What follows belongs to an exercise in optimizing a design on an open flow for small area, a short achievable clock period and few clock cycles per item; a production flow would make more cautious choices. RTL that was checked went through simulation tests only; none was proved equivalent to the original. Only the layout flow was run in runs 2 to 4; the RTL was not checked for function there. Power and IR drop assume default switching activity.

## flow/design.v (module list and top-level ports; edited modules follow where they fit)
// module SequentialMultiplier128Bit: 3053 lines
module SequentialMultiplier128Bit(
    input [127:0] a,
    input [127:0] b,
    input reset_n,
    input clk,
    output [255:0] p,
    output done
    );
  // ...
==> flow/run.sh <==
#!/bin/bash
# synth_recipe.tcl (not shown) runs the flow's synth.tcl, then flattens the netlist and writes it again
# the make line also repeats each setting of config.mk as NAME=value (left out here)
make -C /OpenROAD-flow-scripts/flow DESIGN_CONFIG=/design/flow/config.mk WORK_HOME=/design/flow/orfs CLKGATE_MAP_FILE= SYNTH_SCRIPT=/design/flow/synth_recipe.tcl finish
==> flow/config.mk <==
export PLATFORM = sky130hd
export DESIGN_NAME = SequentialMultiplier128Bit
export DESIGN_NICKNAME = SequentialMultiplier128Bit
export VERILOG_FILES = /design/flow/design.v
export SDC_FILE = /design/flow/constraint.sdc
export NUM_CORES = 4
export LEC_CHECK = 0
export CAP_MARGIN = 20
export CORE_MARGIN = 2
export CORE_UTILIZATION = 50
export SETUP_SLACK_MARGIN = 3.0
export SLEW_MARGIN = 20
export TNS_END_PERCENT = 5
==> flow/constraint.sdc <==
create_clock -name core_clock -period 5.5 [get_ports {clk}]
set_input_delay 1.1000 -clock core_clock [delete_from_list [all_inputs] [get_ports {clk}]]
set_output_delay 1.1000 -clock core_clock [all_outputs]
set_load 0.01 [all_outputs]
==> results.yml, run 1 <==
run_status:
  status: "complete, no violations"
global_routing:
  use_met1_pct: 44.4
  grt_max_degree: 149
  antenna_found_initial: 14
sta:
  setup_slack_ns: 2.08
  maxSlewViolCount: 0
  worstMarginPinSlew_ns: 1.13
clock_tree:
  cts_tree: "built"
  cts.sinks: 435
  cts.repair.resized: 240
  post_cts_buffers: 53
setup_path:
  regToRegStartpoint: "S[13]$_SDFF_PP0_"
  cp.required_ns: 5.99
  cp_cell_sequence: "ha_1, nand4_1, nor2_1, o311ai_2, nor2_4, a2bb2oi_4, buf_12, buf_6, buf_12, a21oi_4, buf_12, o21ai_4, buf_6, a21o_4, a21oi_4, mux2i_1, o21ai_1"
  cp.buffers_inverters: 5
  crit_path_end: "C[66]$_DFF_P_"
placement:
  placed_area_sq_mm: 0.0494
  gp_congestion: 0.909
flow_run:
  maxCapViolations: 0
drt:
  dr_total_vias: 38109
  top_layer: "met5"
  initialDrtViolationCount: 3177
  met2_length_um: 71400
  drc: 0
logic_synthesis:
  synthTopCellsByCount: "xnor2_1 (770), inv_1 (375), xor2_1 (354)"
  synth_ff_type: "dfxtp_1"
  yosys.area.top_type: "xnor2_1"
  synth.area.mux_share_pct: 3.68
  synth_seq_cells: 435
  synth_compound_area_share_pct: 18.1
  synthArstFlopShare_pct: 1.38
  synth.area.top_cells: "xnor2_1 (15%), dfxtp_1 (14%), fa_1 (12%), edfxtp_1 (8.7%), xor2_1 (7.0%)"
cells_and_area:
  nets: 5940
  seq_share_pct: 19.1
  dominant_cells: "multi-input combinational cells"
  multi_input_area_share_pct: 60.0
  flops_and_latches: 435
  diodes: 10
  largest_register: "C"
floorplanning:
  dieArea_sq_mm: 0.0911
  start_util_pct: 50.4
  taps: 1165
power_and_ir_drop:
  powerComb_uw: 11900
  p_sw_share_pct: 42.1
  power_density_mw_per_mm2: 370
Testbench counts, summed over its fixed seeds: cycles 6,912, items 384.
==> run 2: changes to the inputs <==
--- a/flow/design.v
+++ b/flow/design.v
@@ -4,26 +4,28 @@
     input [127:0] b,
     input reset_n,
     input clk,
     output [255:0] p,
     output done
     );
   reg [4:0] cnt;
   reg done_r;
+  reg shen;      
   reg [130:0] S, C;
   reg [127:0] pl;
   reg [7:0] Sp;
   reg [7:1] Cp;
-  reg n3p;
+  reg nlp;
   reg [1:0] cv;
   reg [3:0] one, two, neg;       
   reg [3:0] onen, twon, negn;    
   wire ld = ~reset_n;
-  wire fin = cnt[4];
+  wire fin = (cnt == 5'd16);
+  wire last = fin;
   wire [3:0] nneg = ~neg;
   wire [128:0] pp0;
   assign pp0[63:0] = (({64{one[0]}} & b[63:0]) | ({64{two[0]}} & {b[62:0], 1'b0})) ^ {64{neg[0]}};
   assign pp0[128:64] = ~(({65{onen[0]}} | {1'b1, ~b[127:64]}) & ({65{twon[0]}} | ~b[127:63])) ^ ~{65{negn[0]}};
   wire [128:0] pp1;
   assign pp1[63:0] = (({64{one[1]}} & b[63:0]) | ({64{two[1]}} & {b[62:0], 1'b0})) ^ {64{neg[1]}};
   assign pp1[128:64] = ~(({65{onen[1]}} | {1'b1, ~b[127:64]}) & ({65{twon[1]}} | ~b[127:63])) ^ ~{65{negn[1]}};
   wire [128:0] pp2;
@@ -799,20 +801,20 @@
   assign fc248 = (S[130] & C[130]) | (S[130] & nneg[0]) | (C[130] & nneg[0]);
   wire fs249, fc249;
   assign fs249 = pp1[127] ^ pp2[125] ^ pp3[123];
   assign fc249 = (pp1[127] & pp2[125]) | (pp1[127] & pp3[123]) | (pp2[125] & pp3[123]);
   wire fs250, fc250;
   assign fs250 = 1'b1 ^ pp1[128] ^ pp2[126];
   assign fc250 = (1'b1 & pp1[128]) | (1'b1 & pp2[126]) | (pp1[128] & pp2[126]);
   wire cx1_0, cx2_0, cx_0, cs0, cc0, co0;
-  assign cx1_0 = neg[0] ^ hc0;
-  assign cx2_0 = hs1 ^ pp0[0];
+  assign cx1_0 = neg[0] ^ hs1;
+  assign cx2_0 = hc0 ^ pp0[0];
   assign cx_0 = cx1_0 ^ cx2_0;
-  assign co0 = cx1_0 ? hs1 : neg[0];
+  assign co0 = cx1_0 ? hc0 : neg[0];
   assign cs0 = cx_0 ^ 1'b0;
   assign cc0 = cx_0 ? 1'b0 : pp0[0];
   wire cx1_1, cx2_1, cx_1, cs1, cc1, co1;
   assign cx1_1 = S[2] ^ C[2];
   assign cx2_1 = hc1 ^ pp0[1];
   assign cx_1 = cx1_1 ^ cx2_1;
   assign co1 = cx1_1 ? hc1 : S[2];
   assign cs1 = cx_1 ^ co0;
@@ -2990,65 +2992,67 @@
   assign ad_c[130] = ad_n463_g;
   assign ad_c[131] = ad_n464_g;
   assign ad_c[132] = ad_n465_g;
   assign ad_c[133] = ad_n466_g;
   assign ad_c[134] = ad_n467_g;
   assign ad_c[135] = ad_n468_g;
   assign ad_c[136] = ad_n469_g;
   wire [135:0] X = ad_p ^ ad_c[135:0];
-  wire c8 = ad_c[8];
-  wire [7:0] Lb = {X[7] ^ n3p, X[6:0]};
-  wire [1:0] cvn = {X[7] & n3p, c8};
+  wire [7:0] Lb = {X[7] ^ nlp, X[6:0]};
+  wire [1:0] cvn = {X[7] & nlp, ad_c[8]};
   wire [127:0] H = X[135:8];
-  wire [8:0] wa = ld ? {a[8:1], 1'b0} : {pl[16] & (cnt != 5'd14), pl[15:8]};
+  wire lastw = (cnt == 5'd14);
+  wire [8:0] wa = ld ? {a[8:1], 1'b0} : {(pl[16] & ~lastw), pl[15], pl[14], pl[13], pl[12], pl[11], pl[10], pl[9], pl[8]};
   wire [3:0] one_n, two_n, neg_n;
   genvar g;
   generate for (g = 0; g < 4; g = g + 1) begin : bd
     assign neg_n[g] = wa[2*g+2] & ~(wa[2*g+1] & wa[2*g]);
     assign one_n[g] = wa[2*g+1] ^ wa[2*g];
     assign two_n[g] = (wa[2*g+2] & ~wa[2*g+1] & ~wa[2*g]) | (~wa[2*g+2] & wa[2*g+1] & wa[2*g]);
   end endgenerate
   always @(posedge clk or negedge reset_n) begin
     if (!reset_n) begin
       cnt <= 5'd0;
       done_r <= 1'b0;
+      shen <= 1'b1;
     end else begin
-      if (!fin) cnt <= cnt + 5'd1;
-      if (fin) done_r <= 1'b1;
+      if (!last) cnt <= cnt + 5'd1;
+      if (last) done_r <= 1'b1;
+      if (fin) shen <= 1'b0;
     end
   end
   always @(posedge clk) begin
     one <= one_n;
     two <= two_n;
     neg <= neg_n;
     onen <= ~one_n;
     twon <= ~two_n;
     negn <= ~neg_n;
     if (ld) begin
       S <= 131'd0;
       C <= {3'b100, b & {128{a[0]}}};
       Sp <= 8'd0;
       Cp <= 7'd0;
-      n3p <= 1'b0;
+      nlp <= 1'b0;
       cv <= 2'd0;
       pl <= a;
     end else if (fin) begin
       S <= 131'd0;
       C <= {3'b0, H};
       Sp <= 8'd0;
       Cp <= 7'd0;
-      n3p <= 1'b0;
+      nlp <= 1'b0;
       cv <= 2'd0;
-      if (!done_r) pl <= {Lb, pl[127:8]};
+      if (shen) pl <= {Lb, pl[127:8]};
     end else begin
       S <= Sn[138:8];
       C <= Cn[138:8];
       Sp <= Sn[7:0];
       Cp <= Cn[7:1];
-      n3p <= neg[3];
+      nlp <= neg[3];
       cv <= cvn;
-      pl <= {Lb, pl[127:8]};
+      if (shen) pl <= {Lb, pl[127:8]};
     end
   end
   assign p = {C[127:0], pl};
   assign done = done_r;
 endmodule
==> flow/config.mk (replaced) <==
export PLATFORM = sky130hd
export DESIGN_NAME = SequentialMultiplier128Bit
export DESIGN_NICKNAME = SequentialMultiplier128Bit
export VERILOG_FILES = /design/flow/design.v
export SDC_FILE = /design/flow/constraint.sdc
export NUM_CORES = 4
export LEC_CHECK = 0
export ABC_AREA = 1
export CAP_MARGIN = 20
export CORE_MARGIN = 2
export CORE_UTILIZATION = 50
export SETUP_SLACK_MARGIN = 3.2
export SLEW_MARGIN = 20
export TNS_END_PERCENT = 5
==> results.yml, run 2 <==
logic_synthesis:
  synth_ff_type: "dfxtp_1"
  synthArstFlopShare_pct: 1.61
  synth.area.top_cells: "dfxtp_1 (13%), nand2_1 (12%), xor2_1 (11%), fa_1 (11%), edfxtp_1 (8.2%)"
  synthTopCellsByCount: "nand2_1 (1,492), inv_1 (947), xor2_1 (593)"
  ys_warn_count: 1
  syn_inst: 6617
  yosysMostFrequentCell: "nand2_1"
  synth_seq_cells: 436
  syn_nets: 7279
  synthDistinctLibCells: 63
  avgSynthCellArea_sq_um: 7.08
  synth_edf_count: 128
  yosys.area.top_type_share_pct: 12.9
  ys_seq_area_share_pct: 21.5
  yosys.area.top_type: "dfxtp_1"
  syn_area_sq_mm: 0.0468
power_and_ir_drop:
  p_leak_uw: 0.0293
  power_density_mw_per_mm2: 356
  switching_power_uw: 10100
  power_frac_seq_pct: 16.7
  power.internal_uw: 12600
  ir_drop_uv: 273
  p_comb_share_pct: 65.9
  clkPwrFrac_pct: 17.5
  p_sw_share_pct: 44.4
run_status:
  status: "complete, no violations"
clock_tree:
  cts_made_buffers: 56
  root_buffer: "clkbuf_16"
  clk_pin_slew_ns: 0.07
  ctsHtreeMaxLevel: 2
  max-clock-path-buffers: 3
  clkLatencyLatePin_ns: 0.73
  cts.sinks: 436
  cts_tree: "built"
  cts_hold_buf: 0
global_routing:
  grt_pass1_vias: 46860
  grt_max_degree: 129
  grt-ovfl-total: 0
  antenna_found_initial: 10
  grt_pass1_wl_um: 291000
  grtUsageTotal_pct: 40.1
setup_path:
  regToRegSetupSlack_ns: 2.66
  crit_path_start_kind: "register"
  endpoint_kind: "register"
  critPathMaxFanout: 7
  cp.arrival_ns: 3.38
  crit_type: "register to register"
  cp.required_ns: 6.03
sta:
  hold_viol: 0
  rsz0062_at_grt: "yes"
  slew_headroom_pct: 30.4
  finalSetupTns_ns: 0
  period_needed_ns: 2.84
  setup_viol: 0
  final.period_utilization_pct: 51.7
  fmax_mhz: 352
  finClkSkew_ns: 0.0631
  worstMarginPinSlew_ns: 1.04
  maxSlewViolCount: 0
floorplanning:
  ios: 515
  core_sq_mm: 0.0930
  die_w_um: 310
  die_h_um: 310
  dieArea_sq_mm: 0.0961
  start_util_pct: 50.3
  placementRows: 112
cells_and_area:
  regArea_sq_mm: 0.0102
  largest_register: "C"
  stdcell_area_sq_mm: 0.0637
  fill_cells: 7828
  nets: 7928
  largestRegisters: "C (131), S (129), pl (128)"
  drive_gt1_share_pct: 24.8
  most-common-layout-cells: "nand2_1 (1,421), inv_1 (870), xor2_1 (514)"
  largest_reg_flops: 131
  multiInputGateArea_sq_mm: 0.0354
  area_delta_synth_final_pct: 36.1
  mostFrequentLayoutCell: "nand2_1"
drt:
  drtAntennaViolNets: 0
  dr_total_vias: 48697
  wl_per_cell_um: 23.4
  drc: 0
  finalWirelength_um: 201000
  firstDrtPassIters: 6
  initialDrtViolationCount: 4728
  via_per_inst: 5.68
placement:
  gp_congestion: 0.914
  placed_area_sq_mm: 0.0526
  dp_hpwl_um: 120000
  io_buffers: 514
worst_hold_path:
  hp-class: "register to register"
flow_run:
  maxCapViolations: 0
## run 2: cell types whose count changed after synthesis, sizes merged, moves of 95 or more
cell,previous run,this run
nand2,324,1517
inv,376,979
xnor2,770,205
a22oi,330,4
o22ai,256,528
xor2,354,593
a21oi,230,431
nand3,35,198
nor2,242,400
or2,13,148
mux2,122,0
o21ai,243,148
## run 2: kinds of logic after synthesis
kind of cell / synth area share (%)
mux: 0.0641
xor+xnor: 14.9
fa+ha+maj: 14.9
flops: 21.5
compound gates: 14.8
buf+inv: 12.8
simple gates: 21.0
## run 2: worst max-delay path: stages, from the launching register on
cell and delay [ns]:
dfxtp_4 0.45, inv_16 0.09, buf_12 0.16, o22ai_2 0.17, xor2_1 0.30, fa_2 0.54
xnor2_2 0.16, xnor2_1 0.13, inv_1 0.07, or2_2 0.29, nand3_2 0.07, o21ai_1 0.07
nand2_1 0.05, o21ai_0 0.10
## run 2: power by group through the flow
stage | Clock (uW) | Sequential [uW] | Combinational, uW
after floorplan | 0 | 3690 | 9210
after global placement | 0 | 3960 | 11200
after detailed placement | 0 | 3960 | 11300
after CTS | 3980 | 3760 | 13600
after global routing | 4120 | 3790 | 16200
final | 3970 | 3780 | 14900
## run 2: through the flow
step	setup WS [ns]	hold slack, ns	cells	total power (uW)	utilization (%)
6_report	2.66	0.460	8571	22700	68.5
5_1_grt	2.59	0.500	8570	24100	68.5
4_1_cts	2.78	0.466	8504	21400	65.6
3_5_place_dp	1.46	0.455	8040	15300	56.5
3_3_place_gp	1.48	0.453	8040	15100	56.5
2_1_floorplan	2.46	0.463	6617	12900	-
## run 2: repair_timing
item,in CTS,in global routing
gates resized for setup,1474,435
setup buffers,287,54
cloned,73,8
endpoints found under the setup margin,750,752
pin swaps,379,213
## run 2: per-layer routing
| metal | wire length [um] | track usage [%] | up-vias |
|---|---|---|---|
| met2 | 91500 | 65.7 | 2510 |
| met4 | 13700 | 21.8 | 8 |
| li1 | - | - | 22328 |
| met3 | 18300 | 7.17 | 751 |
| met1 | 77500 | 50.2 | 23100 |
| met5 | 55 | 0 | - |
## run 2: area by class of cell
| class | instances | share of cell area, % |
|---|---|---|
| Inverter | 1048 | 7.23 |
| Clock buffer | 80 | 2.62 |
| Multi-Input combinational cell | 4739 | 55.5 |
| Timing Repair inverter | 47 | 0.524 |
| Tap cell | 1254 | 2.46 |
| Antenna cell | 5 | 0.0196 |
| Clock inverter | 24 | 0.444 |
| Sequential cell | 436 | 16.1 |
| Timing Repair Buffer | 938 | 15.1 |
## run 2: worst paths after layout
path,cells past startpoint,endpoint,start
hold / removal,1,done_r$_DFFE_PN0P_,done_r$_DFFE_PN0P_
setup / recovery,13,C[9]$_DFF_P_,one[2]$_DFF_P_
setup reg to reg,13,C[9]$_DFF_P_,one[2]$_DFF_P_
min in group asynchronous,2,done_r$_DFFE_PN0P_,reset_n
max in group asynchronous,2,cnt[1]$_DFFE_PN0N_,reset_n
hold reg to reg,1,done_r$_DFFE_PN0P_,done_r$_DFFE_PN0P_
==> run 3: changes to the inputs <==
==> flow/flow/run.sh (new file) <==
#!/bin/bash
# Own layout flow: the standard ORFS flow (standard.sh, unchanged synthesis) with two
# layout settings changed:
#  - the port buffers that buffer_ports inserts are sky130_fd_sc_hd__buf_2 instead of the
#    delay-type buffer it picks by default (every input and output port still gets a buffer);
#  - MATCH_CELL_FOOTPRINT=0, so the timing repair may resize a cell to one of another width.
# Each tool's full output goes to standard.log here and to ORFS's own logs under orfs/logs.
set -euo pipefail
export BUFFER_PORTS_ARGS="-buffer_cell sky130_fd_sc_hd__buf_2"
bash standard.sh MATCH_CELL_FOOTPRINT=0 "BUFFER_PORTS_ARGS=-buffer_cell sky130_fd_sc_hd__buf_2" finish > standard.log 2>&1
test -s out/final.def
==> flow/standard.sh (new file) <==
#!/bin/bash
# synth_recipe.tcl (not shown) runs the flow's synth.tcl, then flattens the netlist and writes it again
# the make line also repeats each setting of config.mk as NAME=value (left out here)
make -C /OpenROAD-flow-scripts/flow DESIGN_CONFIG=/design/flow/config.mk WORK_HOME=/design/flow/orfs CLKGATE_MAP_FILE= SYNTH_SCRIPT=/design/flow/synth_recipe.tcl "${@:-finish}"
--- a/flow/config.mk
+++ b/flow/config.mk
@@ -7,3 +7,2 @@
 export LEC_CHECK = 0
-export ABC_AREA = 1
 export CAP_MARGIN = 20
removed: flow/run.sh
==> results.yml, run 3 <==
cells_and_area:
  most-common-layout-cells: "xnor2_1 (731), buf_2 (504), xor2_1 (381)"
  finish.utilization_pct: 58.3
  multiInputGateArea_sq_mm: 0.0313
  nets: 5907
  area_delta_synth_final_pct: 15.2
  mostFrequentLayoutCell: "xnor2_1"
  largest_register: "C"
  fill_cells: 7904
  largestRegisters: "C (131), S (129), pl (128)"
  drive_gt1_share_pct: 20.2
  largest_reg_flops: 131
  regArea_sq_mm: 0.0101
clock_tree:
  max-clock-path-buffers: 3
  cts_tree: "built"
  ctsHtreeMaxLevel: 2
  root_buffer: "clkbuf_16"
  clkLatencyLatePin_ns: 0.67
  clk_pin_slew_ns: 0.06
  cts_made_buffers: 56
  cts.sinks: 436
  cts_hold_buf: 0
flow_run:
  maxCapViolations: 0
drt:
  dr_total_vias: 38215
  initialDrtViolationCount: 3857
  drc: 0
  firstDrtPassIters: 8
  drtAntennaViolNets: 0
  via_per_inst: 5.92
  finalWirelength_um: 160000
  wl_per_cell_um: 24.8
logic_synthesis:
  synth_seq_cells: 436
  syn_nets: 5613
  avgSynthCellArea_sq_um: 8.91
  synthArstFlopShare_pct: 1.61
  synth_ff_type: "dfxtp_1"
  syn_inst: 4951
  synth.area.top_cells: "xnor2_1 (15%), dfxtp_1 (14%), fa_1 (12%), edfxtp_1 (8.7%), xor2_1 (7.6%)"
  syn_area_sq_mm: 0.0441
  yosysMostFrequentCell: "xnor2_1"
  synthTopCellsByCount: "xnor2_1 (748), xor2_1 (381), inv_1 (380)"
  ys_seq_area_share_pct: 22.8
  synth_edf_count: 128
  yosys.area.top_type_share_pct: 14.8
  yosys.area.top_type: "xnor2_1"
  synthDistinctLibCells: 84
  ys_warn_count: 1
global_routing:
  antenna_found_initial: 18
  grt-ovfl-total: 0
  grt_max_degree: 127
  grtUsageTotal_pct: 32.7
  grt_pass1_vias: 37235
  grt_pass1_wl_um: 228000
sta:
  period_needed_ns: 3.73
  finClkSkew_ns: 0.0429
  worstMarginPinSlew_ns: 1.12
  slew_headroom_pct: 25.5
  finalSetupTns_ns: 0
  setup_viol: 0
  final.period_utilization_pct: 67.8
  fmax_mhz: 268
  hold_viol: 0
  rsz0062_at_grt: "yes"
  maxSlewViolCount: 0
floorplanning:
  dieArea_sq_mm: 0.0906
  ios: 515
  core_sq_mm: 0.0872
  die_h_um: 301
  placementRows: 108
  die_w_um: 301
  start_util_pct: 50.6
setup_path:
  cp.required_ns: 5.99
  crit_path_top_delay_cell: "o211ai_1"
  cp_cell_sequence: "ha_4, inv_2, fa_2, nand3b_1, nand3_2, a211oi_4, nor4_4, o211ai_1, o211ai_2, o2111a_2, nor2_4, inv_2, fa_2, xor2_1, a22oi_1, o21ai_1"
  critPathMaxFanout: 5
  crit_path_start_kind: "register"
  crit_type: "register to register"
  cp.arrival_ns: 4.22
  max_stage_delay_ns: 0.60
  endpoint_kind: "register"
run_status:
  status: "complete, no violations"
placement:
  gp_congestion: 0.932
  io_buffers: 514
  dp_hpwl_um: 109000
worst_hold_path:
  hp-class: "input pin to asynchronous set/reset pin"
power_and_ir_drop:
  ir_drop_uv: 297
  power_density_mw_per_mm2: 387
  total_power_uw: 19700
  p_leak_uw: 0.0199
## run 3: changes by cell type in the layout (fill, tap and decap cells not counted), sizes merged, moves of 151 or more
cell	change
a21oi	-230
inv	-591
o22ai	-272
nand2	-1214
xnor2	+543
xor2	-212
buf	+176
a22oi	+335
clkdlybuf4s50	-151
nor2	-196
nand3	-175
dlygate4sd2	-260
## run 3: kinds of logic after synthesis
family	count (synthesis)	synth area share (%)
AOI/OAI and AO/OA	1214	17.9
xor gates and xnor gates	1129	22.4
adders and majority gates	504	18.1
buffers and inverters	823	8.09
DFF	436	22.8
muxes	150	3.76
and+or+nand+nor	695	7.04
## run 3: metrics by stage
stage	instance area, sq um	setup slack [ns]	std cells	hold WS (ns)
final	50800	1.77	6451	0.418
after global routing	50800	1.65	6448	0.393
after CTS	49300	1.82	6366	0.385
after detailed placement	46800	0.563	6235	0.453
after global placement	46800	0.601	6235	0.449
after floorplan	44200	2.28	4951	0.452
## run 3: final timing paths
kind | start | endpoint | slack (ns) | depth (start not counted)
max | C[3]$_DFF_P_ | C[120]$_DFF_P_ | 1.77 | 16
min | reset_n | cnt[3]$_DFFE_PN0N_ | 0.42 | 1
max reg2reg | C[3]$_DFF_P_ | C[120]$_DFF_P_ | 1.77 | 16
min reg2reg | done_r$_DFFE_PN0P_ | done_r$_DFFE_PN0P_ | 0.47 | 1
max in group asynchronous | reset_n | done_r$_DFFE_PN0P_ | 4.02 | 2
min in group core_clock | done_r$_DFFE_PN0P_ | done_r$_DFFE_PN0P_ | 0.47 | 1
## run 3: final cells by class
cell class / count / share of cell area (%)
Antenna cell: 4 / 0.0197
Clock buffer: 74 / 2.99
Clock inverter: 31 / 0.721
Inverter: 382 / 2.83
Multi-Input combinational cell: 3692 / 61.7
Sequential cell: 436 / 19.9
Tap cell: 1155 / 2.84
Timing Repair Buffer: 677 / 9.02
## run 3: repair_timing
action | in CTS | in global routing
gates cloned | 0 | 13
gates resized for setup | 100 | 113
pin swaps | 43 | 51
endpoints found under the setup margin | 555 | 598
hold endpoints to repair | 0 | 0
setup buffers | 26 | 68
## run 3: routing by layer
layer / vias up / GRT usage (%) / part of all wire (%)
li1: 17419 / - / -
met4: 26 / 9.93 / 3.7
met2: 1619 / 53.8 / 47
met1: 18817 / 43.6 / 41
met3: 334 / 5.91 / 8.4
met5: - / 0 / 0.13
## run 3: where the power goes
group          internal, uW  switching [uW]
clock network          2190            1660
registers              3510             351
logic                  5600            6330
total                 11300            8350
## run 3: critical path: cells and delay by family (launching register included)
family | cells | cell delay (ns)
flops | 1 | 0.33
xor+xnor | 1 | 0.16
compound gates | 6 | 1.86
fa+ha+maj | 3 | 0.68
simple gates | 4 | 0.43
buf+inv | 2 | 0.10
==> run 4: changes to the inputs <==
--- a/flow/config.mk
+++ b/flow/config.mk
@@ -7,2 +7,3 @@
 export LEC_CHECK = 0
+export ABC_AREA = 1
 export CAP_MARGIN = 20
==> results.yml, run 4 <==
logic_synthesis:
  synthDistinctLibCells: 63
  yosysMostFrequentCell: "nand2_1"
  yosys.area.top_type_share_pct: 12.9
  syn_area_sq_mm: 0.0468
  synthTopCellsByCount: "nand2_1 (1,492), inv_1 (947), xor2_1 (593)"
  yosys.area.top_type: "dfxtp_1"
  ys_seq_area_share_pct: 21.5
  avgSynthCellArea_sq_um: 7.08
  synth_seq_cells: 436
  ys_warn_count: 1
  synth_ff_type: "dfxtp_1"
  synth_edf_count: 128
  synth.area.top_cells: "dfxtp_1 (13%), nand2_1 (12%), xor2_1 (11%), fa_1 (11%), edfxtp_1 (8.2%)"
  syn_inst: 6617
  syn_nets: 7279
  synthArstFlopShare_pct: 1.61
clock_tree:
  root_buffer: "clkbuf_16"
  clk_pin_slew_ns: 0.06
  clkLatencyLatePin_ns: 0.70
  ctsHtreeMaxLevel: 2
  cts_made_buffers: 57
  cts_tree: "built"
  max-clock-path-buffers: 3
  cts.sinks: 436
  cts_hold_buf: 0
cells_and_area:
  mostFrequentLayoutCell: "nand2_1"
  finish.utilization_pct: 66.6
  nets: 7996
  largest_reg_flops: 131
  most-common-layout-cells: "nand2_1 (1,433), inv_1 (895), xor2_1 (509)"
  largest_register: "C"
  area_delta_synth_final_pct: 32.4
  drive_gt1_share_pct: 30.0
  fin_cells: 8644
  largestRegisters: "C (131), S (129), pl (128)"
power_and_ir_drop:
  p_comb_share_pct: 65.7
  p_sw_share_pct: 44.7
  clkPwrFrac_pct: 17.7
  power_frac_seq_pct: 16.5
  p_leak_uw: 0.0286
  total_power_uw: 22700
  ir_drop_uv: 288
  switching_power_uw: 10200
  power_density_mw_per_mm2: 366
  power.internal_uw: 12600
setup_path:
  crit_path_start_kind: "input pin"
  cp.arrival_ns: 3.47
  timing.critical_path.from: "b[94]"
  cp.required_ns: 6.06
  critPathMaxFanout: 8
  rr_worst_depth: 16
  r2r_end: "C[63]$_DFF_P_"
  endpoint_kind: "register"
  crit_path_frequent_cell: "buf_6"
  regToRegStartpoint: "one[3]$_DFF_P_"
  crit_path_end: "C[89]$_DFF_P_"
  crit_path_top_delay_cell: "fa_2"
  regToRegSetupSlack_ns: 2.67
  crit_type: "input pin to register"
  max_stage_delay_ns: 0.54
  cp_cell_sequence: "buf_6, clkinvlp_4, buf_6, o22ai_2, xor2_1, fa_2, a21oi_2, inv_1, or2_2, nand3_1, o21ai_1, o21bai_1"
flow_run:
  maxCapViolations: 0
global_routing:
  grt_pass1_wl_um: 287000
  grt-ovfl-total: 0
  grt_max_degree: 129
  grt_pass1_vias: 46616
  grtUsageTotal_pct: 39.3
  antenna_found_initial: 18
floorplanning:
  start_util_pct: 50.3
  die_h_um: 310
  die_w_um: 310
  placementRows: 112
  ios: 515
  dieArea_sq_mm: 0.0961
  core_sq_mm: 0.0930
sta:
  period_needed_ns: 2.90
  maxSlewViolCount: 0
  final.period_utilization_pct: 52.8
  setup_viol: 0
  slew_headroom_pct: 28.5
  hold_viol: 0
  finClkSkew_ns: 0.0699
  rsz0062_at_grt: "yes"
  fmax_mhz: 344
  worstMarginPinSlew_ns: 1.07
  finalSetupTns_ns: 0
placement:
  gp_congestion: 0.919
  io_buffers: 514
  dp_hpwl_um: 122000
  placed_cells: 8044
drt:
  finalWirelength_um: 201000
  firstDrtPassIters: 7
  dr_total_vias: 49422
  via_per_inst: 5.72
  wl_per_cell_um: 23.3
  drc: 0
  initialDrtViolationCount: 5693
  drtAntennaViolNets: 0
worst_hold_path:
  hp-class: "input pin to asynchronous set/reset pin"
run_status:
  status: "complete, no violations"
-- run 4: how the worst min path moves through the flow --
stage                             startpoint            endpoint  cells past startpoint
after floorplan           cnt[4]$_DFFE_PN0N_  cnt[4]$_DFFE_PN0N_                      1
after global placement    done_r$_DFFE_PN0P_  done_r$_DFFE_PN0P_                      1
after detailed placement  done_r$_DFFE_PN0P_  done_r$_DFFE_PN0P_                      1
after CTS                            reset_n  cnt[2]$_DFFE_PN0N_                      1
after global routing                 reset_n  cnt[2]$_DFFE_PN0N_                      1
final                                reset_n  cnt[2]$_DFFE_PN0N_                      1
-- run 4: logic make-up after synthesis --
family	synth area share (%)
muxes	0.0641
xor gates and xnor gates	14.9
DFF	21.5
buffers and inverters	12.8
adders and majority gates	14.9
and+or+nand+nor	21.0
AOI/OAI and AO/OA	14.8
-- run 4: what timing repair did --
action | 4_1_cts | 5_1_grt
pin swaps | 343 | 265
setup endpoints to repair | 781 | 779
gates resized for setup | 896 | 526
cloned | 56 | 6
setup buffers | 297 | 126
-- run 4: critical path: cells and delay by family --
| kind | cells | cell delay, ns |
|---|---|---|
| compound gates | 4 | 0.56 |
| fa+ha+maj | 1 | 0.54 |
| buf+inv | 4 | 0.59 |
| xor+xnor | 1 | 0.28 |
| simple gates | 2 | 0.37 |
-- run 4: layer usage --
metal / track usage, % / up-vias / wire, um
met1: 52.3 / 23340 / 78200
met5: 0 / - / 66
met4: 17.5 / 12 / 11300
met3: 10.1 / 715 / 24500
met2: 60.1 / 2952 / 87400
li1: - / 22403 / -
-- run 4: per-stage QoR --
step	hold WS (ns)	cell area (sq um)	worst slack, ns
2_1_floorplan	0.463	47000	2.39
3_3_place_gp	0.449	49600	1.82
3_5_place_dp	0.458	49600	1.78
4_1_cts	0.313	58300	2.76
5_1_grt	0.334	62000	2.52
6_report	0.343	62000	2.60
-- run 4: cell type report --
class | instances | area [sq um]
inverters | 1048 | 4510
repair inverters | 43 | 364
flip-flops and latches | 436 | 10200
well taps | 1254 | 1570
multi-input cells | 4741 | 35300
diodes | 9 | 22.5
fillers | 7908 | 31000
clock buffers | 83 | 1650
clock inverters | 23 | 320
repair buffers | 1007 | 8090
-- run 4: power groups by stage --
stage	clock, uW	sequential (uW)	combinational (uW)
6_report	4030	3760	14900
5_1_grt	4180	3760	16200
4_1_cts	4060	3740	13000
3_5_place_dp	0	3890	11100
3_3_place_gp	0	3890	10900
2_1_floorplan	0	3690	9110

==> re-timing with driven ports <==
How much do the figures lean on ideal ports? The routed layouts below were timed once more, with nothing changed but the port constraints.
Step 1 assumes that a clkbuf_16 drives the clock port and a buf_2 every other input.
Step 2 adds t to the input delays and takes it off the output delays; t is the mean of the earliest and latest rising clock arrival at the registers after step 1. Input paths then give back, and output paths get back, about the clock's delay inside the block.
Three values: no drivers, after step 1, after step 2; two values: the first two.
run | shift t [ns] | setup WS [ns] | worst setup path after step 2 | worst slew at a driven data input, ns | cell pins on the clock port's net
run 1 | 0.721 | 2.083 / 2.083 / 1.401 | input to register | 0.18 | 1
run 2 | 0.772 | 2.656 / 2.656 / 1.891 | input to register | 0.16 | 1
run 3 | 0.722 | 1.770 / 1.770 / 1.741 | input to register | 0.16 | 1
run 4 | 0.735 | 2.597 / 2.585 / 1.850 | input to register | 0.18 | 1
After both steps every run listed still meets setup and hold. The setup slack of run 2, which loses most, moves by 0.000 ns with the drivers and by -0.765 ns with both steps.
